From an optimization exercise on the open Yosys and OpenROAD flow, aimed at small area; shortcuts taken in it are not production practice.
Only simulation tests tie the RTL to the original design; equivalence was not proved.
Power and IR drop assume default switching activity.

`flow/flow/run.sh`:
```
#!/bin/bash
# Own layout flow: the standard ORFS flow (standard.sh), with these changes:
#  - port buffers of the smallest buffer cell (buf_1);
#  - the repair of slew and capacitance after placement uses small cells (flow/resize_pre.tcl);
#  - clock tree of clkbuf_4 in clusters of up to 8 sinks, without dummy loads.
# Each tool writes its full output to its own log under orfs/logs/; make's output goes to
# flow_make.log in the work folder.
set -euo pipefail
WORK=$(cd "$(dirname "$0")/.." && pwd)
cd "$WORK"

CORE="$WORK/flow_synth_core.tcl"
awk -v gates="$WORK/flow/read_port_gates.v" -v abcs="$WORK/flow/abc_area.script" '
	/^read_checkpoint .*1_1_yosys_canonicalize.rtlil/ {
		print; print "delete read_port"; print "read_verilog -overwrite " gates; n1++; next }
	/^  log_cmd abc \{\*\}\$abc_args$/ {
		print "  log_cmd abc -script " abcs " {*}[lrange $abc_args 2 end]"; n2++; next }
	{ print }
	END { if (n1 != 1 || n2 != 1) exit 1 }' "$FLOW_HOME/scripts/synth.tcl" > "$CORE"
sed "s|source \$::env(SCRIPTS_DIR)/synth.tcl|source $CORE|" "$WORK/synth_recipe.tcl" > "$WORK/flow_synth.tcl"
grep -q "flow_synth_core.tcl" "$WORK/flow_synth.tcl"

export PRE_RESIZE_TCL="$WORK/flow/resize_pre.tcl"
export BUFFER_PORTS_ARGS="-buffer_cell sky130_fd_sc_hd__buf_1"
export CTS_ARGS="-sink_clustering_enable -repair_clock_nets -dont_use_dummy_load -buf_list {sky130_fd_sc_hd__clkbuf_4} -sink_clustering_size 8 -sink_clustering_max_diameter 40"

bash "$WORK/standard.sh" SYNTH_SCRIPT="$WORK/flow_synth.tcl" SYNTH_OPERATIONS_ARGS=-noshare ADDER_MAP_FILE= \
	${FLOW_TARGET:-finish} > "$WORK/flow_make.log" 2>&1
[[ -n "${FLOW_TARGET:-}" ]] || test -s "$WORK/out/final.def"
```
`flow/flow/abc_area.script`:
```
strash
&get -n
&st
&dc2
&syn2
&dch -f
&nf -a -R 1000
&st
&dc2
&dch -f
&nf -a -R 1000
&st
&dch -f
&nf -a -R 1000
&put
topo
```
`flow/flow/read_port_gates.v`:
```
// read_port mapped onto sky130_fd_sc_hd cells (read by the flow's synthesis in place of the
// RTL read_port of register.v). Per bit: ten a222oi_1 and one nand2_1 give eleven active-low
// terms, two nand4_1 and a nand3_1 merge them, and an or3_1 gives the bit.
module read_port(i_sel, i_data, o_data);
input [31:1] i_sel;
input [32*31-1:0] i_data;
output [31:0] o_data;
genvar b, g;
generate
	for (b = 0; b < 32; b = b + 1) begin : g_bit
		wire [10:0] n;
		wire [2:0] m;
		for (g = 0; g < 10; g = g + 1) begin : g_grp
			sky130_fd_sc_hd__a222oi_1 u_a (
				.A1(i_sel[3*g+1]), .A2(i_data[32*(3*g)+b]),
				.B1(i_sel[3*g+2]), .B2(i_data[32*(3*g+1)+b]),
				.C1(i_sel[3*g+3]), .C2(i_data[32*(3*g+2)+b]), .Y(n[g]));
		end
		sky130_fd_sc_hd__nand2_1 u_n (.A(i_sel[31]), .B(i_data[32*30+b]), .Y(n[10]));
		sky130_fd_sc_hd__nand4_1 u_m0 (.A(n[0]), .B(n[1]), .C(n[2]), .D(n[3]), .Y(m[0]));
		sky130_fd_sc_hd__nand4_1 u_m1 (.A(n[4]), .B(n[5]), .C(n[6]), .D(n[7]), .Y(m[1]));
		sky130_fd_sc_hd__nand3_1 u_m2 (.A(n[8]), .B(n[9]), .C(n[10]), .Y(m[2]));
		sky130_fd_sc_hd__or3_1 u_o (.A(m[0]), .B(m[1]), .C(m[2]), .X(o_data[b]));
	end
endgenerate
endmodule
```
`flow/flow/resize_pre.tcl`:
```
# Sourced by ORFS's resize step (PRE_RESIZE_TCL) before repair_design: fix slew and
# capacitance with small buffers and gates rather than the big buffers the repair
# otherwise picks. Later steps (timing repair after CTS and global route) may still
# use every cell.
set_dont_use {sky130_fd_sc_hd__buf_6 sky130_fd_sc_hd__buf_8 sky130_fd_sc_hd__buf_12
	sky130_fd_sc_hd__buf_16 sky130_fd_sc_hd__clkbuf_* sky130_fd_sc_hd__dlygate*
	sky130_fd_sc_hd__clkdly* sky130_fd_sc_hd__dlymetal* sky130_fd_sc_hd__bufbuf*
	sky130_fd_sc_hd__bufinv* sky130_fd_sc_hd__*_4 sky130_fd_sc_hd__*_8}
```
`flow/standard.sh`:
```
#!/bin/bash
# synth_recipe.tcl (not shown) runs the flow's synth.tcl, then flattens the netlist and writes it again
# the make line also repeats each setting of config.mk as NAME=value (left out here)
make -C /OpenROAD-flow-scripts/flow DESIGN_CONFIG=/design/flow/config.mk WORK_HOME=/design/flow/orfs CLKGATE_MAP_FILE= SYNTH_SCRIPT=/design/flow/synth_recipe.tcl "${@:-finish}"
```
`flow/config.mk`:
```
export PLATFORM = sky130hd
export DESIGN_NAME = MIPS
export DESIGN_NICKNAME = MIPS
export VERILOG_FILES = /design/flow/design.v
export SDC_FILE = /design/flow/constraint.sdc
export NUM_CORES = 4
export LEC_CHECK = 0
export CAP_MARGIN = 20
export CORE_MARGIN = 2
export CORE_UTILIZATION = 50
export GPL_TIMING_DRIVEN = 0
export SETUP_SLACK_MARGIN = 0.3
export SLEW_MARGIN = 20
```
`flow/constraint.sdc`:
```
create_clock -name core_clock -period 14.0 [get_ports {i_clk}]
set_input_delay 2.8000 -clock core_clock [delete_from_list [all_inputs] [get_ports {i_clk}]]
set_output_delay 2.8000 -clock core_clock [all_outputs]
set_load 0.01 [all_outputs]
```
`flow/design.v`:
```
module program_counter(i_clk, i_arst, i_imm, i_target, i_jump, i_taken, o_pc, o_pc_next);
input i_clk;
input i_arst;
input [29:0] i_imm;		 
input [25:0] i_target;		 
input i_jump;
input i_taken;
output reg [29:0] o_pc;
output [31:0] o_pc_next;	 
wire [16:0] lo_plus4 = {1'b0, o_pc[15:0]} + 17'd1;
wire [16:0] lo_branch = {1'b0, o_pc[15:0]} + {1'b0, i_imm[15:0]} + 17'd1;
wire [13:0] hi = o_pc[29:16];
wire [13:0] hi_inc = hi + 14'd1;
wire [13:0] hi_dec = hi - 14'd1;
wire [13:0] hi_plus4 = lo_plus4[16] ? hi_inc : hi;
wire [13:0] hi_branch = (lo_branch[16] == i_imm[15]) ? hi : lo_branch[16] ? hi_inc : hi_dec;
wire [29:0] pc_plus4 = {hi_plus4, lo_plus4[15:0]};
wire [29:0] pc_branch = {hi_branch, lo_branch[15:0]};
wire [29:0] pc_next = i_jump ? {pc_plus4[29:26], i_target} :
		      i_taken ? pc_branch : pc_plus4;
assign o_pc_next = {pc_next, 2'b00};
always @(posedge i_clk, posedge i_arst)
	if (i_arst)
		o_pc <= 30'd0;
	else
		o_pc <= pc_next;
endmodule
module sign_extender(i_input16, o_output32);
input [15:0] i_input16;
output [31:0] o_output32;
assign o_output32 = {{16{i_input16[15]}}, i_input16};
endmodule
module main_decoder(i_opcode, o_reg_write, o_reg_dst, o_alu_src, o_memto_reg, o_mem_write,
			o_branch, o_branch_ne, o_jump);
input [5:0] i_opcode;
output o_reg_write;	 
output o_reg_dst;	 
output o_alu_src;	 
output o_memto_reg;	 
output o_mem_write;	 
output o_branch;	 
output o_branch_ne;	 
output o_jump;		 
wire mem = i_opcode[5];
wire imm = i_opcode[3];
assign o_reg_write = mem ? ~imm : (imm | ~(i_opcode[2] | i_opcode[1]));
assign o_reg_dst = ~imm & ~mem;
assign o_alu_src = imm | mem;
assign o_memto_reg = mem;
assign o_mem_write = mem & imm;
assign o_branch = ~mem & ~imm & i_opcode[2];
assign o_branch_ne = i_opcode[0];
assign o_jump = ~mem & ~imm & i_opcode[1];
endmodule
module alu_decoder(i_opcode, i_funct, o_sub, o_slt, o_logic, o_logic_sel,
			o_shift, o_shift_left, o_shift_rot, o_shift_arith);
input [5:0] i_opcode;
input [5:0] i_funct;
output o_sub;			 
output o_slt;			 
output o_logic;			 
output [1:0] o_logic_sel;	 
output o_shift;			 
output o_shift_left;		 
output o_shift_rot;		 
output o_shift_arith;		 
wire imm = i_opcode[3];
wire [2:0] f = imm ? i_opcode[2:0] : i_funct[2:0];
assign o_sub = ~i_opcode[5] & f[1] & ~f[2];	 
assign o_slt = imm ? i_opcode[1] : i_funct[3];
assign o_logic = f[2];
assign o_logic_sel = f[1:0];
assign o_shift = ~imm & ~i_funct[5];
assign o_shift_left = i_funct[3] | ~(i_funct[2] | i_funct[1]);
assign o_shift_rot = i_funct[3] | i_funct[2];
assign o_shift_arith = i_funct[0];
endmodule
module barrel_shifter(i_data, i_shift_count, i_left, i_rot, i_arith, o_data);
input [31:0] i_data;
input [4:0] i_shift_count;
input i_left;		 
input i_rot;		 
input i_arith;		 
output [31:0] o_data;
wire [4:0] n = i_left ? (5'd0 - i_shift_count) : i_shift_count;
wire [31:0] r0 = n[0] ? {i_data[0], i_data[31:1]} : i_data;
wire [31:0] r1 = n[1] ? {r0[1:0], r0[31:2]} : r0;
wire [31:0] r2 = n[2] ? {r1[3:0], r1[31:4]} : r1;
wire [31:0] r3 = n[3] ? {r2[7:0], r2[31:8]} : r2;
wire [31:0] rotated = n[4] ? {r3[15:0], r3[31:16]} : r3;
wire [31:0] low = ~(32'hffffffff << i_shift_count);
wire fill = i_arith & i_data[31];
genvar i;
generate
	for (i = 0; i < 32; i = i + 1) begin : g_bit
		wire wrapped = ~i_rot & (i_left ? low[i] : low[31 - i]);
		assign o_data[i] = wrapped ? fill : rotated[i];
	end
endgenerate
endmodule
module ALU(i_a, i_b, i_rt, i_rdata, i_load, i_shamt, i_sub, i_slt, i_logic, i_logic_sel, i_shift, i_shift_left,
		i_shift_rot, i_shift_arith, o_sum, o_equal, o_result);
input [31:0] i_a;
input [31:0] i_b;
input [31:0] i_rt;			 
input [31:0] i_rdata;			 
input i_load;				 
input [4:0] i_shamt;
input i_sub;
input i_slt;
input i_logic;
input [1:0] i_logic_sel;
input i_shift;
input i_shift_left;
input i_shift_rot;
input i_shift_arith;
output [31:0] o_sum;
output o_equal;
output [31:0] o_result;
wire carry;
assign {carry, o_sum} = {1'b0, i_a} + {1'b0, i_b ^ {32{i_sub}}} + {32'd0, i_sub};
wire [31:0] p = i_a ^ i_b;
wire [31:0] g = i_a & i_b;
assign o_equal = ~|p;
wire [31:0] shifted;
barrel_shifter bs_inst(.i_data(i_rt), .i_shift_count(i_shamt), .i_left(i_shift_left),
			.i_rot(i_shift_rot), .i_arith(i_shift_arith), .o_data(shifted));
wire alu = ~i_load & ~i_shift;
wire s_sh = ~i_load & i_shift;
wire s_lg = alu & i_logic;
wire s_sum = alu & ~i_logic & ~i_slt;
wire s_slt = alu & ~i_logic & i_slt;
wire t_g = s_lg & ~i_logic_sel[1];			 
wire t_p = s_lg & (i_logic_sel[1] ^ i_logic_sel[0]);	 
wire t_0 = s_lg & i_logic_sel[1] & i_logic_sel[0];	 
assign o_result = ({32{i_load}} & i_rdata) | ({32{s_sh}} & shifted) |
		  ({32{s_sum}} & o_sum) | {31'd0, s_slt & ~carry} |
		  ({32{t_g}} & g) | ({32{t_p}} & p) | ({32{t_0}} & ~(p | g));
endmodule
module register_file(i_clk, i_arst, i_we, i_addr_1, i_addr_2, i_addr_3, i_wdata, o_rdata_1, o_rdata_2);
input i_clk;
input i_arst;
input i_we;
input [4:0] i_addr_1;
input [4:0] i_addr_2;
input [4:0] i_addr_3;
input [31:0] i_wdata;
output [31:0] o_rdata_1;
output [31:0] o_rdata_2;
reg [31:0] registers [1:31];
reg [31:1] valid;
wire [31:1] we;
wire [31:1] sel_1, sel_2;
wire [32*31-1:0] data;
genvar i;
generate
	for (i = 1; i < 32; i = i + 1) begin : g_reg
		assign we[i] = i_we & (i_addr_3 == i);
		always @(posedge i_clk)
			if (we[i])
				registers[i] <= i_wdata;
		assign sel_1[i] = valid[i] & (i_addr_1 == i);
		assign sel_2[i] = valid[i] & (i_addr_2 == i);
		assign data[32*(i-1) +: 32] = registers[i];
	end
endgenerate
always @(posedge i_clk, posedge i_arst)
	if (i_arst)
		valid <= 31'd0;
	else
		valid <= valid | we;
read_port rp1_inst(.i_sel(sel_1), .i_data(data), .o_data(o_rdata_1));
read_port rp2_inst(.i_sel(sel_2), .i_data(data), .o_data(o_rdata_2));
endmodule
module read_port(i_sel, i_data, o_data);
input [31:1] i_sel;
input [32*31-1:0] i_data;
output reg [31:0] o_data;
integer j;
always @(*) begin
	o_data = 32'd0;
	for (j = 1; j < 32; j = j + 1)
		o_data = o_data | ({32{i_sel[j]}} & i_data[32*(j-1) +: 32]);
end
endmodule
module MIPS(i_clk, i_arst, o_pc_cur, o_pc_next, i_instr, o_mem_addr, o_mem_wdata, o_mem_we, i_mem_rdata);
input i_clk;
input i_arst;
output wire [31:0] o_pc_cur;
output wire [31:0] o_pc_next;
input [31:0] i_instr;
output wire [31:0] o_mem_addr;
output wire [31:0] o_mem_wdata;
output wire o_mem_we;
input [31:0] i_mem_rdata;
wire [5:0] op = i_instr[31:26];
wire reg_write, reg_dst, alu_src, mem_to_reg, mem_write, branch, branch_ne, jump;
wire sub, slt, logic_op, shift;
wire [1:0] logic_sel;
wire shift_left, shift_rot, shift_arith;
main_decoder dec_inst(.i_opcode(op),
			.o_reg_write(reg_write), .o_reg_dst(reg_dst), .o_alu_src(alu_src),
			.o_memto_reg(mem_to_reg), .o_mem_write(mem_write),
			.o_branch(branch), .o_branch_ne(branch_ne), .o_jump(jump));
alu_decoder alu_dec_inst(.i_opcode(op), .i_funct(i_instr[5:0]),
			.o_sub(sub), .o_slt(slt), .o_logic(logic_op), .o_logic_sel(logic_sel),
			.o_shift(shift), .o_shift_left(shift_left), .o_shift_rot(shift_rot),
			.o_shift_arith(shift_arith));
wire [31:0] rs_data, rt_data, wdata;
wire [4:0] waddr = reg_dst ? i_instr[15:11] : i_instr[20:16];
register_file rf_inst(.i_clk(i_clk), .i_arst(i_arst), .i_we(reg_write),
			.i_addr_1(i_instr[25:21]), .i_addr_2(i_instr[20:16]), .i_addr_3(waddr),
			.i_wdata(wdata), .o_rdata_1(rs_data), .o_rdata_2(rt_data));
wire [31:0] sign_imm;
sign_extender sx_inst(.i_input16(i_instr[15:0]), .o_output32(sign_imm));
wire [31:0] src_b = alu_src ? sign_imm : rt_data;
wire [31:0] sum;
wire equal;
ALU alu_inst(.i_a(rs_data), .i_b(src_b), .i_rt(rt_data), .i_rdata(i_mem_rdata), .i_load(mem_to_reg), .i_shamt(i_instr[10:6]),
		.i_sub(sub), .i_slt(slt), .i_logic(logic_op), .i_logic_sel(logic_sel),
		.i_shift(shift), .i_shift_left(shift_left), .i_shift_rot(shift_rot),
		.i_shift_arith(shift_arith),
		.o_sum(sum), .o_equal(equal), .o_result(wdata));
assign o_mem_addr = sum;
assign o_mem_wdata = rt_data;
assign o_mem_we = mem_write;
wire [29:0] pc;
wire taken = branch & (equal ^ branch_ne);
program_counter pc_inst(.i_clk(i_clk), .i_arst(i_arst), .i_imm(sign_imm[29:0]),
			.i_target(i_instr[25:0]), .i_jump(jump), .i_taken(taken), .o_pc(pc),
			.o_pc_next(o_pc_next));
assign o_pc_cur = {pc, 2'b00};
endmodule
```
==> reports/metrics.sh, run 1 <==
STATUS='finished clean'
FINAL_LAYOUT_SIZE_SUFFIX_GT1_SHARE_PCT=16.0
SYNTH_TOP_FAMILY_BY_AREA='compound AO/OA/AOI/OAI gates'
SYNTH_ADDER_AREA_SHARE_PCT=0.210
UTILIZATION_AFTER_LAYOUT_PCT=56.9
DETAILED_ROUTE_VIAS_PER_INSTANCE=7.86
SYNTHARSTFLOPSHARE_PCT=5.79
INSERTION_DELAY_NS=1.18
FINAL_COMMON_CELL='edfxtp_1'
CTSROOTBUFFERMASTER='clkbuf_4'
POWER.IR.VDD_WORST_uV=87.6
GRT_START_MAX_NET_PINS=43
XOR_XNOR_SHARE_OF_THE_SYNTHESIZED_AREA_PCT=2.62
COREAREA_UM2=94900
FIRST_GLOBAL_VIAS=39000
RSZ0062_AT_GRT='yes'
CLASSIFICATION_OF_THE_WORST_SLACK_HOLD_PATH='flip-flop to flip-flop'
COUNT_OF_TRITONROUTE_ITERATIONS_IN_THE_FIRST_ROUTING_PASS=14
AVERAGE_WIRE_PER_CELL_IN_THE_ROUTED_DESIGN_UM=39.6
GLOBALROUTEOVERFLOWTOTAL=0
SYNTH_AREA_PER_CELL_UM2=14.3
DRT-INITIAL-DRC-COUNT=10700
REG_CLK_SLEW_REPORTED_PATHS_NS=0.09
PORT_BUFFERS=189
REPORT.FINAL.HOLD_VIOL_COUNT=0
SYNTH_LARGEST_TYPE_AREA_FRACTION_PCT=62.4
CRITICAL-PATH-TOP-CELL-BY-COUNT='o21ai_2'
SYNTH.MUX.AREA_FRACTION_PCT=2.72
YOSYSWARNINGS=4
CTS.HTREE.LEVELS=4
TRITONCTS.NUM_BUFFERS=170
FINAL_CELL_COUNT_NO_FILL=5235
MOST-COMMON-LAYOUT-CELLS='edfxtp_1 (992), a222oi_1 (640), nand2_1 (292)'
SYNTHESIS.INSTANCES=3346
NUM_VIAS=41100
POSTROUTEANTENNANETS=0
FP-ROW-COUNT=113
CRITPATHSLOWESTCELL='buf_2'
POST_SYNTH_MAIN_AREA_CONTRIBUTORS='edfxtp_1 (62%), a222oi_1 (13%), dfrtp_1 (3.2%), nand2_1 (2.3%), mux2i_1 (2.0%)'
GRT_USE_TOTAL_PCT=41.2
SYNTH_EDF_COUNT=992
CRITICAL_PATH_S_LARGEST_STAGE_DELAY_NS=0.72
DIE_Y_UM=313
POST_SYNTH_INSTANCE_AREA_UM2=47800
CELLPOWERDENSITY_nW_PER_UM2=133
CTS_HOLD_REPAIR.BUFFERS=0
MAXSLEWHEADROOM_PCT=21.2
ENDPOINT_KIND_OF_THE_WORST_SETUP_TIMING_PATH='primary output'
WORST-ENDPOINT-ARRIVAL_NS=10.87
FINALHOLDWORSTSLACK_NS=0.510
DOMINANTREGCELLSYNTH='edfxtp_1'
CLK_PATH_BUF_DEPTH=3
FINAL_CRITICAL_PATH_SETUP_SLACK_NS=0.328
TIMING.SETUP.CRITICAL_PATH_CLASS='input pin to primary output'
SYNTH_SEQ_AREA_SHARE_PCT=65.6
FINALNETCOUNT=4025
ANTENNA_FOUND_INITIAL=9
YOSYSTOPAREACELL='edfxtp_1'
DRCVIOLATIONCOUNT=0
CLOCK.FMAX_MHz=73.1
FINALCRITPERIODSHARE_PCT=97.7
PERIOD_NEEDED_NS=13.67
MAX-CAP-VIOLATIONS=0
START_UTIL_PCT=50.3
NUM_IO_PINS=195
DPL.HPWL_UM=145000
GRT_FIRST_PASS_WIRELENGTH_UM=285000
WORSTSETUPSTARTPOINTTYPE='input pin'
FINALWIRELENGTH_UM=207000
FILLER_CELL_COUNT=7753
POWER.STATIC_LEAKAGE_nW=17.9
PRE_CTS_WS_NS=-3.03
SYNTHDISTINCTLIBCELLS=52
CTS_NUM_SINKS=1053
WORSTMARGINPINSLEW_NS=1.18
CRITPATHREQUIREDTIME_NS=11.20
TIMING.CLOCK.SKEW_NS=0.110
CTS_TREE='built'
SLEW_VIOL_FINAL=0
YOSYS_REGISTER_BITS=1053
DP_CELLS=4998
PATH_MAX_FANOUT=21
SYNTHTOLAYOUTAREAGROWTH_PCT=13.1
SYNTHESIZED_AREA_FRACTION_OCCUPIED_BY_AND_OR_NAND_NOR_CELLS_PCT=10.6
DIE_W_UM=313
DIE-AREA_UM2=98000
GPL.FINAL_WEIGHTED_CONGESTION=0.962
REPORT.FINAL.SETUP_VIOL=0
SYNTH-COMPOUND-AREA-SHARE_PCT=18.0
==> worst max-delay path, delay by kind of cell <==
family	cells	cell delay [ns]
xor gates and xnor gates	2	0.47
and+or+nand+nor	17	3.07
adders and majority gates	4	1.33
AOI/OAI and AO/OA	12	1.90
buffers and inverters	4	1.26
==> stage by stage <==
stage	setup TNS [ns]	area, µm²	power, mW
detailed placement	-111.81	51300	5.50
global placement	-1063.20	50100	5.45
global route	0	54000	7.39
CTS	0	53700	7.10
finish	0	54000	7.16
floorplan	0	47800	4.80
==> routing by layer <==
layer	vias to the layer above	track usage (%)	wire, µm
met5	-	0	159
met4	12	26.3	15000
met3	741	14.6	34600
met2	4119	59.2	87600
met1	20000	53.1	70100
li1	16300	-	-
==> synthesized netlist by cell type (4+ instances only) <==
cell / n
mux2_1: 9
o22ai_1: 6
buf_4: 4
clkinv_1: 19
or3_1: 73
a221oi_1: 11
o311ai_0: 5
a22oi_1: 9
nor2b_1: 14
mux4_2: 10
and2_0: 17
a221o_1: 13
a21oi_1: 124
a32oi_1: 12
nand3_1: 122
nand3b_1: 15
o211ai_1: 10
a32o_1: 11
dfrtp_1: 61
a222oi_1: 640
nor3_1: 32
mux2i_1: 97
nor2_1: 125
edfxtp_1: 992
xor2_1: 50
nand4_1: 131
xnor2_1: 93
nand2_1: 295
o21ai_0: 104
and3b_1: 4
a31oi_1: 18
nor4_1: 8
maj3_1: 10
nand2b_1: 24
nor3b_1: 10
and3_1: 78
or2_0: 51
a21o_1: 14
==> logic make-up (layout without fill, tap and decap cells) <==
logic type               after synthesis  count (layout)
multiplexers                         116             116
adder cells (fa/ha/maj)               10              10
AND/OR/NAND/NOR                     1001            1001
other                                  1              17
flip-flops                          1053            1053
AO/OA/AOI/OAI                        999             999
buffers and inverters                 23             631
XOR/XNOR                             143             143
==> path summary, 6_finish.rpt <==
check,start,end,slack (ns),cells after the start
worst max-delay path,i_instr[25],o_mem_addr[31],0.33,39
worst min-delay path,rf_inst.valid[31],rf_inst.valid[31],0.51,1
worst max register to register,rf_inst.valid[10],rf_inst.registers[19][31],5.01,43
worst min register to register,rf_inst.valid[31],rf_inst.valid[31],0.51,1
max in group asynchronous,i_arst,pc_inst.o_pc[26],11.08,3
min in group asynchronous,i_arst,rf_inst.valid[16],1.68,2
==> flip-flops by register name, summed over array words and instances, names as in the netlist <==
register	flops
pc_inst.o_pc	30
rf_inst.valid	31
rf_inst.registers	992
==> cell type report <==
cell class	instances	area, µm²	area share, %
clock buffer	170	1280	2.36
antenna	13	32.5	0.0602
buffer	4	30.0	0.0556
inverter	19	72.6	0.134
tap	1265	1580	2.93
sequential	1053	31300	58.0
multi-input combinational	2273	17200	31.8
timing repair buffer	438	2530	4.69
==> where the power goes <==
group / switching [mW] / leakage [nW] / total [mW] / internal, mW
registers: 0.0931 / 9.65 / 3.86 / 3.77
logic: 1.23 / 7.50 / 1.71 / 0.483
clock network: 1.03 / 0.782 / 1.59 / 0.553
==> repair_timing <==
action                                  CTS  global route
buffers inserted                         41            12
resized for setup                       227            31
pin swaps                                38            32
endpoints found under the setup margin   69             8
==> run 2, diff against run 1 <==
==> flow/flow/abc_area.script (replaced) <==
strash
&get -n
&st
&syn2
&dch -f
&nf -a -R 1000
&st
&syn2
&dch -f
&nf -a -R 1000
&st
&dch -f
&nf -a -R 1000
&put
topo
--- a/flow/config.mk
+++ b/flow/config.mk
@@ -9,5 +9,5 @@
 export CORE_MARGIN = 2
 export CORE_UTILIZATION = 50
 export GPL_TIMING_DRIVEN = 0
-export SETUP_SLACK_MARGIN = 0.3
+export SETUP_SLACK_MARGIN = 0.6
 export SLEW_MARGIN = 20
==> run 2 against run 1 <==
- wire length shrank 2.6%
- via count rose by 0.35%
- clock skew up 0.042 ns
- sequential share of layout area increased by 0.55 points
- hold slack got worse by 0.020 ns
- worst setup slack improved by 0.42 ns
- largest cell class unchanged
- sequential power is essentially flat
- sequential cell count stayed put
- combinational power about the same
- die area rose by 0.97%
- register-to-register slack better by 0.79 ns
==> reports/metrics.sh, run 2 <==
MAXSLEWHEADROOM_PCT=18.3
REPORT.FINAL.HOLD_VIOL_COUNT=0
SYNTHMOSTINSTANTIATEDCELL='edfxtp_1'
MET3ROUTEDLENGTH_UM=31900
LARGEST_REG_FLOPS=992
FINALWIRELENGTH_UM=202000
GRT_USE_TOTAL_PCT=39.7
FINAL_COMMON_CELL='edfxtp_1'
CRITPATHSLOWESTCELL='and3_2'
YOSYSTOPAREACELL='edfxtp_1'
WORST-ENDPOINT-ARRIVAL_NS=10.45
CRITPATHREQUIREDTIME_NS=11.20
STATUS='finished clean'
PATH_MAX_FANOUT=21
REPORT.FINAL.SETUP_VIOL=0
TIMING.SETUP.CRITICAL_PATH_CLASS='input pin to primary output'
SYNTHTOLAYOUTAREAGROWTH_PCT=10.9
FINAL_CELL_AREA_UM2=53500
START_UTIL_PCT=50.6
SLEW_VIOL_FINAL=0
FINALNETCOUNT=4071
CELLPOWERDENSITY_nW_PER_UM2=134
AVERAGE_WIRE_PER_CELL_IN_THE_ROUTED_DESIGN_UM=38.3
GLOBALROUTEOVERFLOWTOTAL=0
DP_CELLS=5088
SWITCHING_POWER_mW=2.36
DPL.HPWL_UM=141000
SYNTH_LARGEST_TYPE_AREA_FRACTION_PCT=61.8
SYNTH_AREA_PER_CELL_UM2=14.0
DETAILED_PLACE.AREA_UM2=51700
PERIOD_NEEDED_NS=13.25
SYNTHARSTFLOPSHARE_PCT=5.79
FINALHOLDWORSTSLACK_NS=0.490
TRITONCTS.NUM_BUFFERS=163
SYNTHDISTINCTLIBCELLS=59
DIE_W_UM=315
CLOCK_POWER_SHARE_PCT=21.8
DIE_Y_UM=315
DRCVIOLATIONCOUNT=0
CTS_HOLD_REPAIR.BUFFERS=0
GRT_START_MAX_NET_PINS=42
NUM_VIAS=41300
CLK_PATH_BUF_DEPTH=3
FINAL_CELL_COUNT_NO_FILL=5278
MAX-CAP-VIOLATIONS=0
POST_SYNTH_MAIN_AREA_CONTRIBUTORS='edfxtp_1 (62%), a222oi_1 (13%), dfrtp_1 (3.2%), nand2_1 (2.1%), mux2i_1 (1.8%)'
WORSTMARGINPINSLEW_NS=1.22
NUM_IO_PINS=195
INSERTION_DELAY_NS=1.21
DOMINANTREGCELLSYNTH='edfxtp_1'
FILLER_CELL_COUNT=7873
WIRELENGTH_MET1_UM=68000
DETAILED_ROUTE_VIAS_PER_INSTANCE=7.82
PRE_CTS_WS_NS=-0.552
FP-ROW-COUNT=113
DIE-AREA_UM2=98900
WORSTSETUPSTARTPOINTTYPE='input pin'
SYNTH_COMMONEST_CELLS='edfxtp_1 (992), a222oi_1 (640), nand2_1 (266)'
GRT_FIRST_PASS_WIRELENGTH_UM=278000
LAYOUT_TOP_REGISTERS='rf_inst.registers x992, rf_inst.valid x31, pc_inst.o_pc x30'
DR_WL_MET2_UM=88100
SWITCHING_SHARE_PCT=33.1
GPL.FINAL_WEIGHTED_CONGESTION=0.972
UTILIZATION_AFTER_LAYOUT_PCT=56.1
DRT-INITIAL-DRC-COUNT=10100
TIMING.CLOCK.SKEW_NS=0.152
SYNTHESIS.INSTANCES=3442
TOP_LAYER='met5'
SYNTH_SEQ_AREA_SHARE_PCT=64.9
POST_SYNTH_INSTANCE_AREA_UM2=48200
SYNTH_EDF_COUNT=992
RSZ0062_AT_GRT='no'
POSTROUTEANTENNANETS=0
CTS_NUM_SINKS=1053
CLASSIFICATION_OF_THE_WORST_SLACK_HOLD_PATH='flip-flop to flip-flop'
FINALCRITPERIODSHARE_PCT=94.6
FINAL_LAYOUT_SIZE_SUFFIX_GT1_SHARE_PCT=13.9
PORT_BUFFERS=189
CRITICAL_PATH_S_LARGEST_STAGE_DELAY_NS=0.55
ENDPOINT_KIND_OF_THE_WORST_SETUP_TIMING_PATH='primary output'
POWER.IR.VDD_WORST_uV=88.0
COREAREA_UM2=95300
YOSYSWARNINGS=4
CLOCK.FMAX_MHz=75.5
CTS_TREE='built'
CELL_INTERNAL_PWR_mW=4.78
SEQPWRFRAC_PCT=54.0
REG_CLK_SLEW_REPORTED_PATHS_NS=0.06
MAX_FLOP_REGISTER='rf_inst.registers'
POWER.STATIC_LEAKAGE_nW=17.5
CTS.HTREE.LEVELS=4
ANTENNA_FOUND_INITIAL=10
FINAL_CRITICAL_PATH_SETUP_SLACK_NS=0.752
YOSYS_REGISTER_BITS=1053
CTSROOTBUFFERMASTER='clkbuf_4'
FIRST_GLOBAL_VIAS=38800
COUNT_OF_TRITONROUTE_ITERATIONS_IN_THE_FIRST_ROUTING_PASS=14
COMBINATIONAL_POWER_SHARE_PCT=24.3
MOST-COMMON-LAYOUT-CELLS='edfxtp_1 (992), a222oi_1 (640), nand2_1 (264)'
==> run 2: changes by cell type after synthesis, moves of 11 or more <==
cell and delta:
nor2b_1 +22, a21o_1 -11, and2_0 +11, o22ai_1 +19, a21oi_1 +26, nand2_1 -29
nand2b_1 +12, xor2_1 -23, o21ai_0 +20, mux2i_1 -11, nor2_1 +40
==> run 2: routing by layer <==
metal / vias up / GRT usage (%)
li1: 16600 / -
met1: 20000 / 50.2
met2: 3946 / 59.7
met3: 737 / 13.6
met4: 6 / 23.1
met5: - / 0
==> run 2: cell families (layout without fill, tap and decap cells) <==
| family | count (synthesis) | after routing | synth area share [%] |
|---|---|---|---|
| AO/OA/AOI/OAI | 1077 | 1077 | 18.8 |
| XOR/XNOR | 118 | 118 | 2.14 |
| adder cells (fa/ha/maj) | 4 | 4 | 0.0830 |
| buffers and inverters | 24 | 582 | 0.218 |
| flip-flops | 1053 | 1053 | 64.9 |
| multiplexers | 115 | 115 | 2.81 |
| other | 1 | 14 | 0.00778 |
| AND/OR/NAND/NOR | 1050 | 1050 | 11.0 |
==> run 2: power by group through the flow <==
stage	logic (mW)	registers [mW]	clock network [mW]
3_5_place_dp	1.64	3.93	0
6_report	1.73	3.86	1.56
2_1_floorplan	0.949	3.91	0
3_3_place_gp	1.59	3.92	0
4_1_cts	1.65	3.86	1.56
5_1_grt	1.83	3.87	1.68
==> run 2: cell type report <==
class / count / area (µm²) / share of cell area (%)
multi-input combinational: 2368 / 17300 / 32.3
buffer: 4 / 30.0 / 0.0561
inverter: 20 / 76.3 / 0.143
clock buffer: 163 / 1220 / 2.29
antenna: 10 / 25.0 / 0.0468
tap: 1265 / 1580 / 2.96
timing repair buffer: 395 / 1940 / 3.63
sequential: 1053 / 31300 / 58.5
==> run 2: metrics by stage <==
| step | TNS [ns] | power, mW |
|---|---|---|
| after detailed placement | -1.15 | 5.57 |
| final | 0 | 7.14 |
| after global routing | 0 | 7.38 |
| after global placement | -1020.71 | 5.51 |
| after floorplan | 0 | 4.86 |
| after CTS | 0 | 7.07 |
==> run 2: path summary, 6_finish.rpt <==
check	slack (ns)	to	from	depth (start not counted)
max in group asynchronous	11.04	pc_inst.o_pc[5]	i_arst	3
min	0.49	rf_inst.valid[20]	rf_inst.valid[20]	1
max reg2reg	5.80	rf_inst.registers[21][29]	rf_inst.valid[4]	26
max	0.75	o_mem_addr[31]	i_instr[18]	31
min reg2reg	0.49	rf_inst.valid[20]	rf_inst.valid[20]	1
min in group asynchronous	1.64	rf_inst.valid[6]	i_arst	2
==> run 2: critical path: cells and delay by family <==
kind,cells,cell delay [ns]
xor gates and xnor gates,1,0.25
muxes,2,0.33
and+or+nand+nor,14,3.91
AOI/OAI and AO/OA,10,1.98
buffers and inverters,4,1.12
==> run 2: timing repair <==
| action | 4_1_cts | 5_1_grt |
|---|---|---|
| pin swaps | 2 | 13 |
| endpoints found under the setup margin | 23 | 34 |
| gates resized for setup | 41 | 66 |
| setup buffers | 1 | 15 |
==> run 3, diff against run 2 <==
--- a/flow/flow/run.sh
+++ b/flow/flow/run.sh
@@ -2,7 +2,7 @@
 # Own layout flow: the standard ORFS flow (standard.sh), with these changes:
 #  - port buffers of the smallest buffer cell (buf_1);
 #  - the repair of slew and capacitance after placement uses small cells (flow/resize_pre.tcl);
-#  - clock tree of clkbuf_4 in clusters of up to 8 sinks, without dummy loads.
+#  - clock tree of clkbuf_4 in clusters of up to 9 sinks, without dummy loads.
 # Each tool writes its full output to its own log under orfs/logs/; make's output goes to
 # flow_make.log in the work folder.
 set -euo pipefail
@@ -22,7 +22,7 @@
 
 export PRE_RESIZE_TCL="$WORK/flow/resize_pre.tcl"
 export BUFFER_PORTS_ARGS="-buffer_cell sky130_fd_sc_hd__buf_1"
-export CTS_ARGS="-sink_clustering_enable -repair_clock_nets -dont_use_dummy_load -buf_list {sky130_fd_sc_hd__clkbuf_4} -sink_clustering_size 8 -sink_clustering_max_diameter 40"
+export CTS_ARGS="-sink_clustering_enable -repair_clock_nets -dont_use_dummy_load -buf_list {sky130_fd_sc_hd__clkbuf_4} -sink_clustering_size 9 -sink_clustering_max_diameter 40"
 
 bash "$WORK/standard.sh" SYNTH_SCRIPT="$WORK/flow_synth.tcl" SYNTH_OPERATIONS_ARGS=-noshare ADDER_MAP_FILE= \
 	${FLOW_TARGET:-finish} > "$WORK/flow_make.log" 2>&1
--- a/flow/config.mk
+++ b/flow/config.mk
@@ -5,9 +5,9 @@
 export SDC_FILE = /design/flow/constraint.sdc
 export NUM_CORES = 4
 export LEC_CHECK = 0
-export CAP_MARGIN = 20
+export CAP_MARGIN = 10
 export CORE_MARGIN = 2
 export CORE_UTILIZATION = 50
 export GPL_TIMING_DRIVEN = 0
 export SETUP_SLACK_MARGIN = 0.6
-export SLEW_MARGIN = 20
+export SLEW_MARGIN = 10
==> run 3 against run 2 <==
- still clean on timing, DRC and antenna
- sequential cell count stayed put
- utilization is 0.18 points lower
- wire length hardly changed
- final cell count is 0.40% lower
- count of clock-buffer cells in the layout is 8 lower
- global-route usage is 0.10 points higher
- die area stayed put
- via count is 0.11% higher
- worst setup slack worse by 0.11 ns
- critical endpoint unchanged
- largest cell class unchanged
- largest power group unchanged
==> reports/metrics.sh, run 3 <==
CRITICAL_PATH_S_LARGEST_STAGE_DELAY_NS=0.53
PATH_MAX_FANOUT=23
WORSTMARGINPINSLEW_NS=1.29
MAX-CAP-VIOLATIONS=0
SEQPWRFRAC_PCT=54.4
CELL_INTERNAL_PWR_mW=4.75
SYNTH-COMPOUND-AREA-SHARE_PCT=18.8
REPORT.FINAL.SETUP_VIOL=0
FIRST_GLOBAL_VIAS=38700
FINAL_CELL_AREA_UM2=53300
FINAL_CRITICAL_PATH_SETUP_SLACK_NS=0.646
CRITPATHLAUNCH='i_instr[18]'
GPL.FINAL_WEIGHTED_CONGESTION=0.972
AVERAGE_WIRE_PER_CELL_IN_THE_ROUTED_DESIGN_UM=38.4
SLEW_VIOL_FINAL=0
AREA.SEQUENTIAL_UM2=31300
PORT_BUFFERS=189
WORST_HOLD_STARTPOINT='rf_inst.valid[12]'
ANTENNA_FOUND_INITIAL=9
SYNTH_ADDER_AREA_SHARE_PCT=0.0830
YOSYSTOPAREACELL='edfxtp_1'
DRT-INITIAL-DRC-COUNT=9526
POST_SYNTH_INSTANCE_AREA_UM2=48200
SYNTH_COMMONEST_CELLS='edfxtp_1 (992), a222oi_1 (640), nand2_1 (266)'
RSZ0062_AT_GRT='no'
MAX_FLOP_REGISTER='rf_inst.registers'
CRITPATHSLOWESTCELL='or3_1'
DRCVIOLATIONCOUNT=0
SWITCHING_POWER_mW=2.35
SYNTH_LARGEST_TYPE_AREA_FRACTION_PCT=61.8
CTS_TREE='built'
POST_SYNTH_MAIN_AREA_CONTRIBUTORS='edfxtp_1 (62%), a222oi_1 (13%), dfrtp_1 (3.2%), nand2_1 (2.1%), mux2i_1 (1.8%)'
LARGEST_REG_FLOPS=992
GRT_START_MAX_NET_PINS=42
SYNTHARSTFLOPSHARE_PCT=5.79
CLASSIFICATION_OF_THE_WORST_SLACK_HOLD_PATH='flip-flop to flip-flop'
SYNTHDISTINCTLIBCELLS=59
WORSTSETUPSTARTPOINTTYPE='input pin'
START_UTIL_PCT=50.6
STATUS='finished clean'
DIE_Y_UM=315
POSTROUTEANTENNANETS=0
DIE-AREA_UM2=98900
PERIOD_NEEDED_NS=13.35
SYNTH.MUX.AREA_FRACTION_PCT=2.81
FOOTPRINT_OF_THE_MULTI_INPUT_GATES_UM2=17200
CLOCK_POWER_SHARE_PCT=21.3
TIMING.RR.START='rf_inst.valid[8]'
POWER.STATIC_LEAKAGE_nW=17.4
CRITPATHREQUIREDTIME_NS=11.20
GRT_FIRST_PASS_WIRELENGTH_UM=279000
SYNTHMOSTINSTANTIATEDCELL='edfxtp_1'
XOR_XNOR_SHARE_OF_THE_SYNTHESIZED_AREA_PCT=2.14
GLOBALROUTEOVERFLOWTOTAL=0
COUNT_OF_TRITONROUTE_ITERATIONS_IN_THE_FIRST_ROUTING_PASS=13
FINALNETCOUNT=4046
WORST-ENDPOINT-ARRIVAL_NS=10.55
CTS_NUM_SINKS=1053
TRITONCTS.NUM_BUFFERS=155
MOST-COMMON-LAYOUT-CELLS='edfxtp_1 (992), a222oi_1 (640), nand2_1 (266)'
FILLER_CELL_COUNT=7873
CELLPOWERDENSITY_nW_PER_UM2=133
FP-ROW-COUNT=113
DETAILED_ROUTE_VIAS_PER_INSTANCE=7.86
CTSROOTBUFFERMASTER='clkbuf_4'
FINAL_COMMON_CELL='edfxtp_1'
PRE_CTS_WS_NS=-0.608
DPL.HPWL_UM=140000
CTS.HTREE.LEVELS=4
REG_CLK_SLEW_REPORTED_PATHS_NS=0.07
FINALWIRELENGTH_UM=202000
SWITCHING_SHARE_PCT=33.1
DETAILED_PLACE.AREA_UM2=51600
SYNTHTOLAYOUTAREAGROWTH_PCT=10.6
SYNTHESIS.INSTANCES=3442
NUM_VIAS=41300
CTS_HOLD_REPAIR.BUFFERS=0
TIMING.CLOCK.SKEW_NS=0.147
REPORT.FINAL.HOLD_VIOL_COUNT=0
LAYOUT_TOP_REGISTERS='rf_inst.registers x992, rf_inst.valid x31, pc_inst.o_pc x30'
POWER.IR.VDD_WORST_uV=92.0
DIE_W_UM=315
COREAREA_UM2=95300
FINAL_LAYOUT_SIZE_SUFFIX_GT1_SHARE_PCT=12.9
SYNTH_AREA_PER_CELL_UM2=14.0
YOSYS_REGISTER_BITS=1053
YOSYSWARNINGS=4
COMBINATIONAL_POWER_SHARE_PCT=24.4
CLOCK.FMAX_MHz=74.9
GRT_USE_TOTAL_PCT=39.8
SYNTH_SEQ_AREA_SHARE_PCT=64.9
SYNTH_EDF_COUNT=992
SYNTHESIZED_AREA_FRACTION_OCCUPIED_BY_AND_OR_NAND_NOR_CELLS_PCT=11.0
ENDPOINT_KIND_OF_THE_WORST_SETUP_TIMING_PATH='primary output'
TIMING.SETUP.CRITICAL_PATH_CLASS='input pin to primary output'
INSERTION_DELAY_NS=1.16
NUM_IO_PINS=195
DOMINANTREGCELLSYNTH='edfxtp_1'
MAXSLEWHEADROOM_PCT=14.0
CLK_PATH_BUF_DEPTH=3
FINALCRITPERIODSHARE_PCT=95.4
SYNTH_TOP_FAMILY_BY_AREA='compound AO/OA/AOI/OAI gates'
## run 3: worst paths after layout
path / end / slack [ns] / cells after the start
worst max-delay path: o_mem_addr[31] / 0.65 / 31
worst min-delay path: rf_inst.valid[12] / 0.49 / 1
worst max register to register: rf_inst.registers[20][31] / 5.34 / 27
worst min register to register: rf_inst.valid[12] / 0.49 / 1
max in group asynchronous: pc_inst.o_pc[1] / 11.01 / 3
min in group asynchronous: rf_inst.valid[6] / 1.68 / 2
## run 3: layout make-up
class | count | share of cell area [%]
clock buffer | 155 | 2.18
sequential | 1053 | 58.7
tap | 1265 | 2.97
antenna | 14 | 0.0657
buffer | 4 | 0.0563
timing repair buffer | 378 | 3.51
inverter | 20 | 0.143
multi-input combinational | 2368 | 32.3
## run 3: routing by layer
metal | vias up | routed length (µm) | track usage, %
li1 | 16500 | - | -
met1 | 20200 | 67600 | 49.7
met5 | - | 72 | 0.338
met4 | 6 | 14200 | 23.7
met3 | 715 | 31500 | 14.4
met2 | 3922 | 88600 | 59.7
## run 3: repair_timing
action | 4_1_cts | 5_1_grt
pin swaps | 4 | 8
setup buffers | 4 | 8
endpoints found under the setup margin | 24 | 12
resized for setup | 62 | 47
## run 3: kinds of logic (layout without fill, tap and decap cells)
kind of cell	Yosys count	in the layout
simple gates	1050	1050
flops	1053	1053
mux	115	115
compound gates	1077	1077
xor+xnor	118	118
fa+ha+maj	4	4
other cells	1	18
buf+inv	24	557
## run 3: metrics by stage
stage                     total power, mW  hold slack (ns)  std cells  TNS (ns)  utilization [%]
after floorplan                      4.86            0.449       3445         0                -
after global placement               5.51            0.463       4899  -1020.71             53.0
after detailed placement             5.57            0.474       5074     -1.30             54.2
after CTS                            7.03            0.489       5233         0             55.6
after global routing                 7.34            0.510       5249         0             55.9
final                                7.10            0.490       5257         0             56.0
## run 3: critical path, delay by kind of cell
family | cells | cell delay (ns)
buffers and inverters | 4 | 1.06
and+or+nand+nor | 14 | 4.06
muxes | 2 | 0.34
xor gates and xnor gates | 1 | 0.24
AOI/OAI and AO/OA | 10 | 1.98
## run 3: power groups by stage
stage          Clock (mW)  Sequential (mW)  Combinational [mW]
2_1_floorplan           0             3.91               0.949
3_3_place_gp            0             3.92                1.59
3_5_place_dp            0             3.93                1.64
4_1_cts              1.52             3.86                1.65
5_1_grt              1.65             3.87                1.82
6_report             1.51             3.86                1.73
==> run 4, diff against run 3 <==
--- a/flow/config.mk
+++ b/flow/config.mk
@@ -9,5 +9,5 @@
 export CORE_MARGIN = 2
 export CORE_UTILIZATION = 50
 export GPL_TIMING_DRIVEN = 0
-export SETUP_SLACK_MARGIN = 0.6
+export SETUP_SLACK_MARGIN = 0.45
 export SLEW_MARGIN = 10
==> run 4 against run 3 <==
- still clean
- first-iteration DRC count up 7.6%
- sequential cell count unchanged
- critical path depth shrank 1
- wire length increased by 1.8%
- clock power hardly changed
- clock skew is 0.013 ns lower
- critical path type unchanged
- largest cell class unchanged
- largest power group unchanged
- highest routed layer unchanged
==> reports/metrics.sh, run 4 <==
GPL.FINAL_WEIGHTED_CONGESTION=0.978
DIE_W_UM=315
FINAL_LAYOUT_SIZE_SUFFIX_GT1_SHARE_PCT=12.7
TRITONCTS.NUM_BUFFERS=155
GLOBALROUTEOVERFLOWTOTAL=0
RSZ0062_AT_GRT='no'
CRITICAL_PATH_S_LARGEST_STAGE_DELAY_NS=0.52
POST_SYNTH_INSTANCE_AREA_UM2=48200
CTS_NUM_SINKS=1053
DP_CELLS=5077
INSERTION_DELAY_NS=1.14
LARGEST_REG_FLOPS=992
TIMING.CLOCK.SKEW_NS=0.134
CLOCK.FMAX_MHz=74.5
HOLD_PATH_DEPTH=1
SYNTH_AREA_PER_CELL_UM2=14.0
STATUS='finished clean'
SETUP.REG_TO_REG.WORST_SLACK_NS=5.21
REPORT.FINAL.HOLD_VIOL_COUNT=0
FIRST_GLOBAL_VIAS=39100
DIE_Y_UM=315
FINAL_CELL_COUNT_NO_FILL=5256
YOSYS_REGISTER_BITS=1053
R2R-END='rf_inst.registers[19][31]'
TIMING.RR.START='rf_inst.valid[8]'
FINALNETCOUNT=4047
SYNTHMOSTINSTANTIATEDCELL='edfxtp_1'
SYNTH_LARGEST_TYPE_AREA_FRACTION_PCT=61.8
WORSTHOLDENDPOINT='pc_inst.o_pc[29]'
CTS.HTREE.LEVELS=4
WORSTSETUPSTARTPOINTTYPE='input pin'
CTSROOTBUFFERMASTER='clkbuf_4'
WORSTREGTOREGCELLS=27
SYNTHTOLAYOUTAREAGROWTH_PCT=10.5
FINAL_CRITICAL_PATH_SETUP_SLACK_NS=0.577
MAX-CAP-VIOLATIONS=0
POWER.IR.VDD_WORST_uV=83.0
MAX_FLOP_REGISTER='rf_inst.registers'
FINALCRITPERIODSHARE_PCT=95.9
PORT_BUFFERS=189
AVERAGE_WIRE_PER_CELL_IN_THE_ROUTED_DESIGN_UM=39.1
CTS_HOLD_REPAIR.BUFFERS=0
REPORT.FINAL.SETUP_VIOL=0
PRE_CTS_WS_NS=-0.708
START_UTIL_PCT=50.6
POSTROUTEANTENNANETS=0
DETAILED_ROUTE_VIAS_PER_INSTANCE=7.90
CLASSIFICATION_OF_THE_WORST_SLACK_HOLD_PATH='flip-flop to flip-flop'
LAYOUT_TOP_REGISTERS='rf_inst.registers x992, rf_inst.valid x31, pc_inst.o_pc x30'
CLK_PATH_BUF_DEPTH=3
GRT_START_MAX_NET_PINS=45
FP-ROW-COUNT=113
WORSTMARGINPINSLEW_NS=1.30
GRT_FIRST_PASS_WIRELENGTH_UM=283000
CELLPOWERDENSITY_nW_PER_UM2=133
CRITPATHREQUIREDTIME_NS=11.20
POST_SYNTH_MAIN_AREA_CONTRIBUTORS='edfxtp_1 (62%), a222oi_1 (13%), dfrtp_1 (3.2%), nand2_1 (2.1%), mux2i_1 (1.8%)'
SYNTH_COMMONEST_CELLS='edfxtp_1 (992), a222oi_1 (640), nand2_1 (266)'
ENDPOINT_KIND_OF_THE_WORST_SETUP_TIMING_PATH='primary output'
MAXSLEWHEADROOM_PCT=13.2
DOMINANTREGCELLSYNTH='edfxtp_1'
REG_CLK_SLEW_REPORTED_PATHS_NS=0.08
YOSYSTOPAREACELL='edfxtp_1'
SYNTHARSTFLOPSHARE_PCT=5.79
WORST_HOLD_STARTPOINT='pc_inst.o_pc[29]'
DIE-AREA_UM2=98900
YOSYSWARNINGS=4
FINALWIRELENGTH_UM=206000
POWER.STATIC_LEAKAGE_nW=17.4
NUM_VIAS=41500
CTS_TREE='built'
SYNTH_SEQ_AREA_SHARE_PCT=64.9
SYNTHESIS.INSTANCES=3442
GRT_USE_TOTAL_PCT=40.4
FINAL_COMMON_CELL='edfxtp_1'
DRT-INITIAL-DRC-COUNT=10300
DRCVIOLATIONCOUNT=0
WORST-ENDPOINT-ARRIVAL_NS=10.62
DPL.HPWL_UM=141000
CRITPATHSLOWESTCELL='buf_4'
SYNTH_EDF_COUNT=992
ANTENNA_FOUND_INITIAL=7
MOST-COMMON-LAYOUT-CELLS='edfxtp_1 (992), a222oi_1 (640), nand2_1 (266)'
TIMING.SETUP.CRITICAL_PATH_CLASS='input pin to primary output'
PERIOD_NEEDED_NS=13.42
SYNTHDISTINCTLIBCELLS=59
COUNT_OF_TRITONROUTE_ITERATIONS_IN_THE_FIRST_ROUTING_PASS=11
COREAREA_UM2=95300
SLEW_VIOL_FINAL=0
PATH_MAX_FANOUT=23
NUM_IO_PINS=195
## run 4: cell count changes in the layout (fill, tap and decap cells not counted), sizes merged
cell | previous run | this run
clkbuf | 162 | 165
buf | 375 | 373
diode | 14 | 12
## run 4: metrics by stage
step / hold WS (ns) / TNS [ns] / cell area, µm² / total power, mW / utilization [%]
after floorplan: 0.449 / 0 / 48200 / 4.86 / -
after global placement: 0.464 / -2101.57 / 50500 / 5.51 / 53.0
after detailed placement: 0.474 / -1.34 / 51700 / 5.57 / 54.2
after CTS: 0.489 / 0 / 53000 / 7.03 / 55.6
after global routing: 0.509 / 0 / 53300 / 7.32 / 55.9
final: 0.491 / 0 / 53300 / 7.09 / 55.9
## run 4: routing by layer
layer | vias to the layer above | global-route usage (%) | part of all wire, %
li1 | 16500 | - | -
met1 | 20200 | 51.3 | 34
met5 | - | 0.338 | 0.045
met3 | 765 | 12.6 | 15
met2 | 4046 | 59.9 | 43
met4 | 8 | 26.1 | 7.5
## run 4: logic make-up (layout without fill, tap and decap cells)
family                   after synthesis  after routing  share of synthesized area [%]
AO/OA/AOI/OAI                       1077           1077                           18.8
flip-flops                          1053           1053                           64.9
AND/OR/NAND/NOR                     1050           1050                           11.0
XOR/XNOR                             118            118                           2.14
multiplexers                         115            115                           2.81
buffers and inverters                 24            558                          0.218
adder cells (fa/ha/maj)                4              4                         0.0830
other                                  1             16                        0.00778
## run 4: cell type report
| type | instances | area [µm²] |
|---|---|---|
| Buffer | 4 | 30.0 |
| Sequential cell | 1053 | 31300 |
| Timing Repair Buffer | 379 | 1890 |
| Fill cell | 7926 | 42000 |
| Clock buffer | 155 | 1160 |
| Antenna cell | 12 | 30.0 |
| Tap cell | 1265 | 1580 |
| Inverter | 20 | 76.3 |
| Multi-Input combinational cell | 2368 | 17200 |
## run 4: how the worst max path moves through the flow
stage	from	endpoint	slack [ns]	cells after the start
finish	i_instr[18]	o_mem_addr[31]	0.58	30
floorplan	i_instr[31]	o_mem_addr[31]	0.58	23
CTS	i_instr[16]	o_mem_addr[31]	0.50	30
detailed placement	i_instr[16]	o_mem_addr[31]	-0.71	30
global placement	i_instr[31]	o_mem_addr[31]	-5.30	25
global route	i_instr[18]	o_mem_addr[31]	0.46	30
## run 4: power breakdown
group,total [mW],internal [mW],switching [mW]
clock network,1.51,0.507,1.00
registers,3.86,3.76,0.0957
logic,1.72,0.473,1.24
## run 4: worst max-delay path, delay by kind of cell
family | cells | cell delay (ns)
AO/OA/AOI/OAI | 10 | 2.19
XOR/XNOR | 1 | 0.19
buffers and inverters | 3 | 1.00
multiplexers | 2 | 0.37
AND/OR/NAND/NOR | 14 | 4.06
## run 4: repair_timing
item	CTS	global route
setup buffers	1	9
pin swaps	1	5
gates resized for setup	51	45
endpoints found under the setup margin	16	21
gates cloned	0	0
==> run 5, diff against run 4 <==
--- a/flow/config.mk
+++ b/flow/config.mk
@@ -5,9 +5,9 @@
 export SDC_FILE = /design/flow/constraint.sdc
 export NUM_CORES = 4
 export LEC_CHECK = 0
-export CAP_MARGIN = 10
+export CAP_MARGIN = 0
 export CORE_MARGIN = 2
 export CORE_UTILIZATION = 50
 export GPL_TIMING_DRIVEN = 0
 export SETUP_SLACK_MARGIN = 0.45
-export SLEW_MARGIN = 10
+export SLEW_MARGIN = 0
==> run 5 against run 4 <==
- largest cell class unchanged
- clock power about the same
- via count shrank 0.74%
- global-route usage shrank 0.21 points
- highest routed layer unchanged
- still clean on timing, DRC and antenna
==> reports/metrics.sh, run 5 <==
STATUS='finished clean'
YOSYSTOPAREACELL='edfxtp_1'
LAYOUT_TOP_REGISTERS='rf_inst.registers x992, rf_inst.valid x31, pc_inst.o_pc x30'
FINALWIRELENGTH_UM=204000
MOST-COMMON-LAYOUT-CELLS='edfxtp_1 (992), a222oi_1 (640), nand2_1 (266)'
GLOBALROUTEOVERFLOWTOTAL=0
GPL.FINAL_WEIGHTED_CONGESTION=0.978
HOLD_PATH_DEPTH=1
SYNTHMOSTINSTANTIATEDCELL='edfxtp_1'
FINAL_CELL_AREA_UM2=53100
TRITONCTS.NUM_BUFFERS=153
WORSTHOLDENDPOINT='rf_inst.valid[29]'
DIE_Y_UM=315
FINALCRITPERIODSHARE_PCT=96.3
DETAILED_ROUTE_VIAS_PER_INSTANCE=7.88
FINALHOLDWORSTSLACK_NS=0.487
WORSTMARGINPINSLEW_NS=1.37
WORSTREGTOREGCELLS=28
R2R-END='rf_inst.registers[22][31]'
CTS_NUM_SINKS=1053
SYNTH_EDF_COUNT=992
FINAL_LAYOUT_SIZE_SUFFIX_GT1_SHARE_PCT=12.1
CTS.HTREE.LEVELS=4
CRITPATHREQUIREDTIME_NS=11.20
CTS_TREE='built'
POSTROUTEANTENNANETS=0
COMBINATIONAL_POWER_SHARE_PCT=24.3
WORST_HOLD_STARTPOINT='rf_inst.valid[29]'
SYNTHTOLAYOUTAREAGROWTH_PCT=10.2
DIE_W_UM=315
FP-ROW-COUNT=113
DPL.HPWL_UM=138000
WORST-ENDPOINT-ARRIVAL_NS=10.68
INSERTION_DELAY_NS=1.14
TOTAL_POWER_mW=7.08
POST_SYNTH_INSTANCE_AREA_UM2=48200
REG_CLK_SLEW_REPORTED_PATHS_NS=0.07
FIRST_GLOBAL_VIAS=39300
LARGEST_REG_FLOPS=992
SYNTH_SEQ_AREA_SHARE_PCT=64.9
FILLER_CELL_COUNT=7893
PORT_BUFFERS=189
CELLPOWERDENSITY_nW_PER_UM2=133
PRE_CTS_WS_NS=-0.725
CLK_PATH_BUF_DEPTH=3
DETAILED_PLACE.AREA_UM2=51500
RSZ0062_AT_GRT='no'
PATH_MAX_FANOUT=17
PERIOD_NEEDED_NS=13.48
FIN_TNS_SETUP_NS=0
SYNTHARSTFLOPSHARE_PCT=5.79
SYNTH_AREA_PER_CELL_UM2=14.0
SEQPWRFRAC_PCT=54.5
GRT_USE_TOTAL_PCT=40.2
CLOCK_POWER_SHARE_PCT=21.2
POWER.IR.VDD_WORST_uV=75.3
DRT-INITIAL-DRC-COUNT=9983
MAXSLEWHEADROOM_PCT=8.79
ANTENNA_FOUND_INITIAL=6
SLEW_VIOL_FINAL=0
NUM_VIAS=41200
TIMING.RR.START='rf_inst.valid[8]'
DIE-AREA_UM2=98900
YOSYS_REGISTER_BITS=1053
CTSROOTBUFFERMASTER='clkbuf_4'
SYNTH_COMMONEST_CELLS='edfxtp_1 (992), a222oi_1 (640), nand2_1 (266)'
WORSTSETUPSTARTPOINTTYPE='input pin'
FINAL_CRITICAL_PATH_SETUP_SLACK_NS=0.518
CRITICAL_PATH_S_LARGEST_STAGE_DELAY_NS=0.62
SETUP.REG_TO_REG.WORST_SLACK_NS=5.05
MAX-CAP-VIOLATIONS=0
AVERAGE_WIRE_PER_CELL_IN_THE_ROUTED_DESIGN_UM=39.1
FINALNETCOUNT=4017
SYNTHDISTINCTLIBCELLS=59
GRT_START_MAX_NET_PINS=47
CELL_INTERNAL_PWR_mW=4.74
FINAL_COMMON_CELL='edfxtp_1'
SWITCHING_POWER_mW=2.34
TIMING.SETUP.CRITICAL_PATH_CLASS='input pin to primary output'
COREAREA_UM2=95300
CRITICAL-PATH-TOP-CELL-BY-COUNT='a21oi_1'
REPORT.FINAL.HOLD_VIOL_COUNT=0
CLASSIFICATION_OF_THE_WORST_SLACK_HOLD_PATH='flip-flop to flip-flop'
SYNTH_LARGEST_TYPE_AREA_FRACTION_PCT=61.8
TIMING.CLOCK.SKEW_NS=0.155
YOSYSWARNINGS=4
COUNT_OF_TRITONROUTE_ITERATIONS_IN_THE_FIRST_ROUTING_PASS=14
START_UTIL_PCT=50.6
POWER.STATIC_LEAKAGE_nW=17.2
POST_SYNTH_MAIN_AREA_CONTRIBUTORS='edfxtp_1 (62%), a222oi_1 (13%), dfrtp_1 (3.2%), nand2_1 (2.1%), mux2i_1 (1.8%)'
CLOCK.FMAX_MHz=74.2
DOMINANTREGCELLSYNTH='edfxtp_1'
ENDPOINT_KIND_OF_THE_WORST_SETUP_TIMING_PATH='primary output'
GRT_FIRST_PASS_WIRELENGTH_UM=282000
SYNTHESIS.INSTANCES=3442
REPORT.FINAL.SETUP_VIOL=0
CRITPATHSLOWESTCELL='or3_4'
NUM_IO_PINS=195
SWITCHING_SHARE_PCT=33.1
MAX_FLOP_REGISTER='rf_inst.registers'
DRCVIOLATIONCOUNT=0
==> run 5: cell counts after synthesis <==
Identical to the previous run, type by type.
==> run 5: logic make-up (layout without fill, tap and decap cells) <==
kind of cell	after synthesis	in the layout	synth area share, %
AO/OA/AOI/OAI	1077	1077	18.8
multiplexers	115	115	2.81
other	1	14	0.00778
flip-flops	1053	1053	64.9
adder cells (fa/ha/maj)	4	4	0.0830
buffers and inverters	24	528	0.218
XOR/XNOR	118	118	2.14
AND/OR/NAND/NOR	1050	1050	11.0
==> run 5: power by group through the flow <==
stage	logic, mW	clock network (mW)	registers (mW)
6_report	1.72	1.50	3.86
5_1_grt	1.80	1.64	3.88
4_1_cts	1.65	1.51	3.86
3_5_place_dp	1.64	0	3.93
3_3_place_gp	1.59	0	3.93
2_1_floorplan	0.949	0	3.91
==> run 5: worst max path at each step <==
stage | end | depth (start not counted) | startpoint | slack [ns]
CTS | o_mem_addr[31] | 29 | i_instr[16] | 0.46
detailed placement | o_mem_addr[31] | 30 | i_instr[16] | -0.72
global route | o_mem_addr[31] | 30 | i_instr[16] | 0.34
finish | o_mem_addr[31] | 30 | i_instr[16] | 0.52
global placement | o_mem_addr[31] | 25 | i_instr[31] | -5.30
floorplan | o_mem_addr[31] | 23 | i_instr[31] | 0.58
==> run 5: cell type report <==
cell class | count | area [µm²] | share of cell area, %
antenna | 10 | 25.0 | 0.0471
buffer | 4 | 30.0 | 0.0565
clock buffer | 153 | 1150 | 2.16
multi-input combinational | 2368 | 17200 | 32.4
timing repair buffer | 351 | 1740 | 3.28
inverter | 20 | 76.3 | 0.144
sequential | 1053 | 31300 | 58.9
tap | 1265 | 1580 | 2.98
==> run 5: critical path: cells and delay by family <==
family | cells | cell delay [ns]
buffers and inverters | 3 | 0.85
and+or+nand+nor | 13 | 3.43
AOI/OAI and AO/OA | 10 | 2.30
muxes | 1 | 0.32
xor gates and xnor gates | 1 | 0.16
adders and majority gates | 2 | 0.78
==> run 5: per-layer routing <==
layer | share of wire (%) | global-route usage [%] | vias up
li1 | - | - | 16500
met1 | 34 | 51.0 | 20000
met2 | 43 | 59.3 | 3992
met3 | 15 | 12.2 | 750
met4 | 7.9 | 27.4 | 4
met5 | 0.011 | 0.193 | -
==> run 5: repair_timing <==
action,in CTS,in global routing
endpoints found under the setup margin,14,21
buffers inserted,0,9
endpoints found under the hold margin,0,0
gates resized for setup,49,69
hold buffers,0,0
pin swaps,0,6
==> run 5: metrics by stage <==
stage	utilization, %	std cells
detailed placement	54.1	5051
global placement	53.0	4899
floorplan	-	3445
global route	55.8	5222
finish	55.8	5224
CTS	55.4	5204
==> run 6, diff against run 5 <==
==> flow/config.mk (replaced) <==
export PLATFORM = sky130hd
export DESIGN_NAME = MIPS
export DESIGN_NICKNAME = MIPS
export VERILOG_FILES = /design/flow/design.v
export SDC_FILE = /design/flow/constraint.sdc
export NUM_CORES = 4
export LEC_CHECK = 0
export CAP_MARGIN = 10
export CORE_MARGIN = 2
export CORE_UTILIZATION = 45
export GPL_TIMING_DRIVEN = 0
export SETUP_SLACK_MARGIN = 0.45
export SLEW_MARGIN = 10
==> run 6 against run 5 <==
- count of clock-buffer cells in the layout rose by 7
- clock skew fell by 0.022 ns
- critical path depth is 1 lower
- area after synthesis unchanged
- final area rose by 0.51%
- via count shrank 0.57%
- critical path type unchanged
- critical endpoint unchanged
- highest routed layer unchanged
==> reports/metrics.sh, run 6 <==
WORSTMARGINPINSLEW_NS=1.28
PATH_MAX_FANOUT=20
DIE_W_UM=331
CLASSIFICATION_OF_THE_WORST_SLACK_HOLD_PATH='flip-flop to flip-flop'
FINALCRITPERIODSHARE_PCT=98.3
COREAREA_UM2=107000
RSZ0062_AT_GRT='yes'
SLEW_VIOL_FINAL=0
DETAILED_ROUTE_VIAS_PER_INSTANCE=7.59
SYNTH_LARGEST_TYPE_AREA_FRACTION_PCT=61.8
DOMINANTREGCELLSYNTH='edfxtp_1'
FIRST_GLOBAL_VIAS=37500
DIE-AREA_UM2=110000
STATUS='finished clean'
MAXSLEWHEADROOM_PCT=14.6
WORST-ENDPOINT-ARRIVAL_NS=10.96
CRITICAL_PATH_S_LARGEST_STAGE_DELAY_NS=0.63
CRITPATHBUFINV=3
FILLER_CELL_COUNT=9211
SYNTH_SEQ_AREA_SHARE_PCT=64.9
REG_CLK_SLEW_REPORTED_PATHS_NS=0.07
SYNTH_TOP_FAMILY_BY_AREA='compound AO/OA/AOI/OAI gates'
WORSTSETUPSTARTPOINTTYPE='input pin'
YOSYS_REGISTER_BITS=1053
SYNTHESIZED_AREA_FRACTION_OCCUPIED_BY_AND_OR_NAND_NOR_CELLS_PCT=11.0
UTILIZATION_AFTER_LAYOUT_PCT=50.1
YOSYSTOPAREACELL='edfxtp_1'
CTS_NUM_SINKS=1053
PERIOD_NEEDED_NS=13.76
ENDPOINT_KIND_OF_THE_WORST_SETUP_TIMING_PATH='primary output'
GRT_USE_TOTAL_PCT=35.1
AVERAGE_WIRE_PER_CELL_IN_THE_ROUTED_DESIGN_UM=37.1
LARGEST_REG_FLOPS=992
GPL.FINAL_WEIGHTED_CONGESTION=0.992
POST_SYNTH_INSTANCE_AREA_UM2=48200
DIE_Y_UM=331
SYNTHMOSTINSTANTIATEDCELL='edfxtp_1'
NUM_VIAS=41000
CLK_PATH_BUF_DEPTH=3
POWER.STATIC_LEAKAGE_nW=17.4
SYNTHDISTINCTLIBCELLS=59
SYNTH_COMMONEST_CELLS='edfxtp_1 (992), a222oi_1 (640), nand2_1 (266)'
POST_SYNTH_MAIN_AREA_CONTRIBUTORS='edfxtp_1 (62%), a222oi_1 (13%), dfrtp_1 (3.2%), nand2_1 (2.1%), mux2i_1 (1.8%)'
NUM_IO_PINS=195
CRITPATHSLOWESTCELL='or3_1'
CELL_FAMILY_WITH_THE_LARGEST_SHARE_OF_CRITICAL_PATH_DELAY='simple AND/OR/NAND/NOR gates'
CTS.HTREE.LEVELS=4
CELLPOWERDENSITY_nW_PER_UM2=133
REPORT.FINAL.HOLD_VIOL_COUNT=0
==> run 6: path summary, 6_finish.rpt <==
| kind | from | endpoint | slack [ns] | cells past startpoint |
|---|---|---|---|---|
| max reg2reg | rf_inst.valid[22] | rf_inst.registers[25][31] | 5.20 | 26 |
| min in group asynchronous | i_arst | rf_inst.valid[20] | 1.71 | 2 |
| min reg2reg | pc_inst.o_pc[29] | pc_inst.o_pc[29] | 0.49 | 1 |
| max | i_instr[19] | o_mem_addr[31] | 0.24 | 29 |
| min | pc_inst.o_pc[29] | pc_inst.o_pc[29] | 0.49 | 1 |
| max in group asynchronous | i_arst | pc_inst.o_pc[3] | 11.04 | 3 |
==> run 6: cell type report <==
class                      instances  area, µm²  share of cell area, %
buffer                             4       30.0                 0.0562
inverter                          20       76.3                  0.143
timing repair buffer             374       1820                   3.40
clock buffer                     160       1200                   2.25
sequential                      1053      31300                   58.6
antenna                           11       27.5                 0.0515
tap                             1403       1760                   3.29
multi-input combinational       2368      17200                   32.2
==> run 6: worst reg2reg max path, stage by stage, from the launching register on <==
cell and delay, ns:
dfrtp_1 0.40, and3_2 0.35, buf_4 0.34, a222oi_1 0.40, nand4_1 0.34, or3_1 0.64, mux2i_2 0.31, xnor2_1 0.20
nand2b_1 0.33, o31ai_1 0.26, and3_1 0.21, a211oi_2 0.08, or3_1 0.56, nor2_1 0.22, a21oi_1 0.15, or2_0 0.29
o21a_1 0.31, a21oi_1 0.27, o21ai_2 0.17, a211oi_1 0.33, nor3_2 0.14, or3_1 0.39, o211ai_1 0.15, nor2b_1 0.25
nor2_1 0.10, xnor2_2 0.35, a221o_1 0.89
==> run 6: per-stage QoR <==
step	TNS, ns	hold WS (ns)	std cells	power, mW	instance area (µm²)
global route	0	0.510	5387	7.38	53400
CTS	0	0.490	5375	7.08	53200
floorplan	0	0.449	3445	4.86	48200
global placement	-1897.27	0.463	5037	5.55	50700
detailed placement	-2.55	0.472	5214	5.57	51800
finish	0	0.490	5393	7.12	53400
==> run 6: repair_timing <==
action,4_1_cts,5_1_grt
hold buffers,0,0
buffers inserted,1,3
pin swaps,1,1
endpoints found under the setup margin,11,14
gates cloned,0,0
resized for setup,65,11
==> run 6: kinds of logic (layout without fill, tap and decap cells) <==
kind of cell	count (synthesis)	after routing
XOR/XNOR	118	118
adder cells (fa/ha/maj)	4	4
AND/OR/NAND/NOR	1050	1050
buffers and inverters	24	558
flip-flops	1053	1053
AO/OA/AOI/OAI	1077	1077
other	1	15
multiplexers	115	115
==> run 6: where the power goes <==
group	switching [mW]	leakage (nW)	total (mW)	internal (mW)
Combinational	1.25	7.05	1.73	0.482
Clock	1.02	0.736	1.54	0.522
Sequential	0.0935	9.64	3.86	3.76
Total	2.36	17.4	7.12	4.77
==> run 6: routing by layer <==
| metal | share of wire [%] | vias up | track usage, % |
|---|---|---|---|
| met5 | 0.019 | - | 0 |
| met4 | 6.9 | 6 | 20.9 |
| met3 | 16 | 668 | 10.5 |
| met2 | 42 | 3846 | 50.5 |
| met1 | 35 | 19900 | 47.1 |
| li1 | - | 16500 | - |
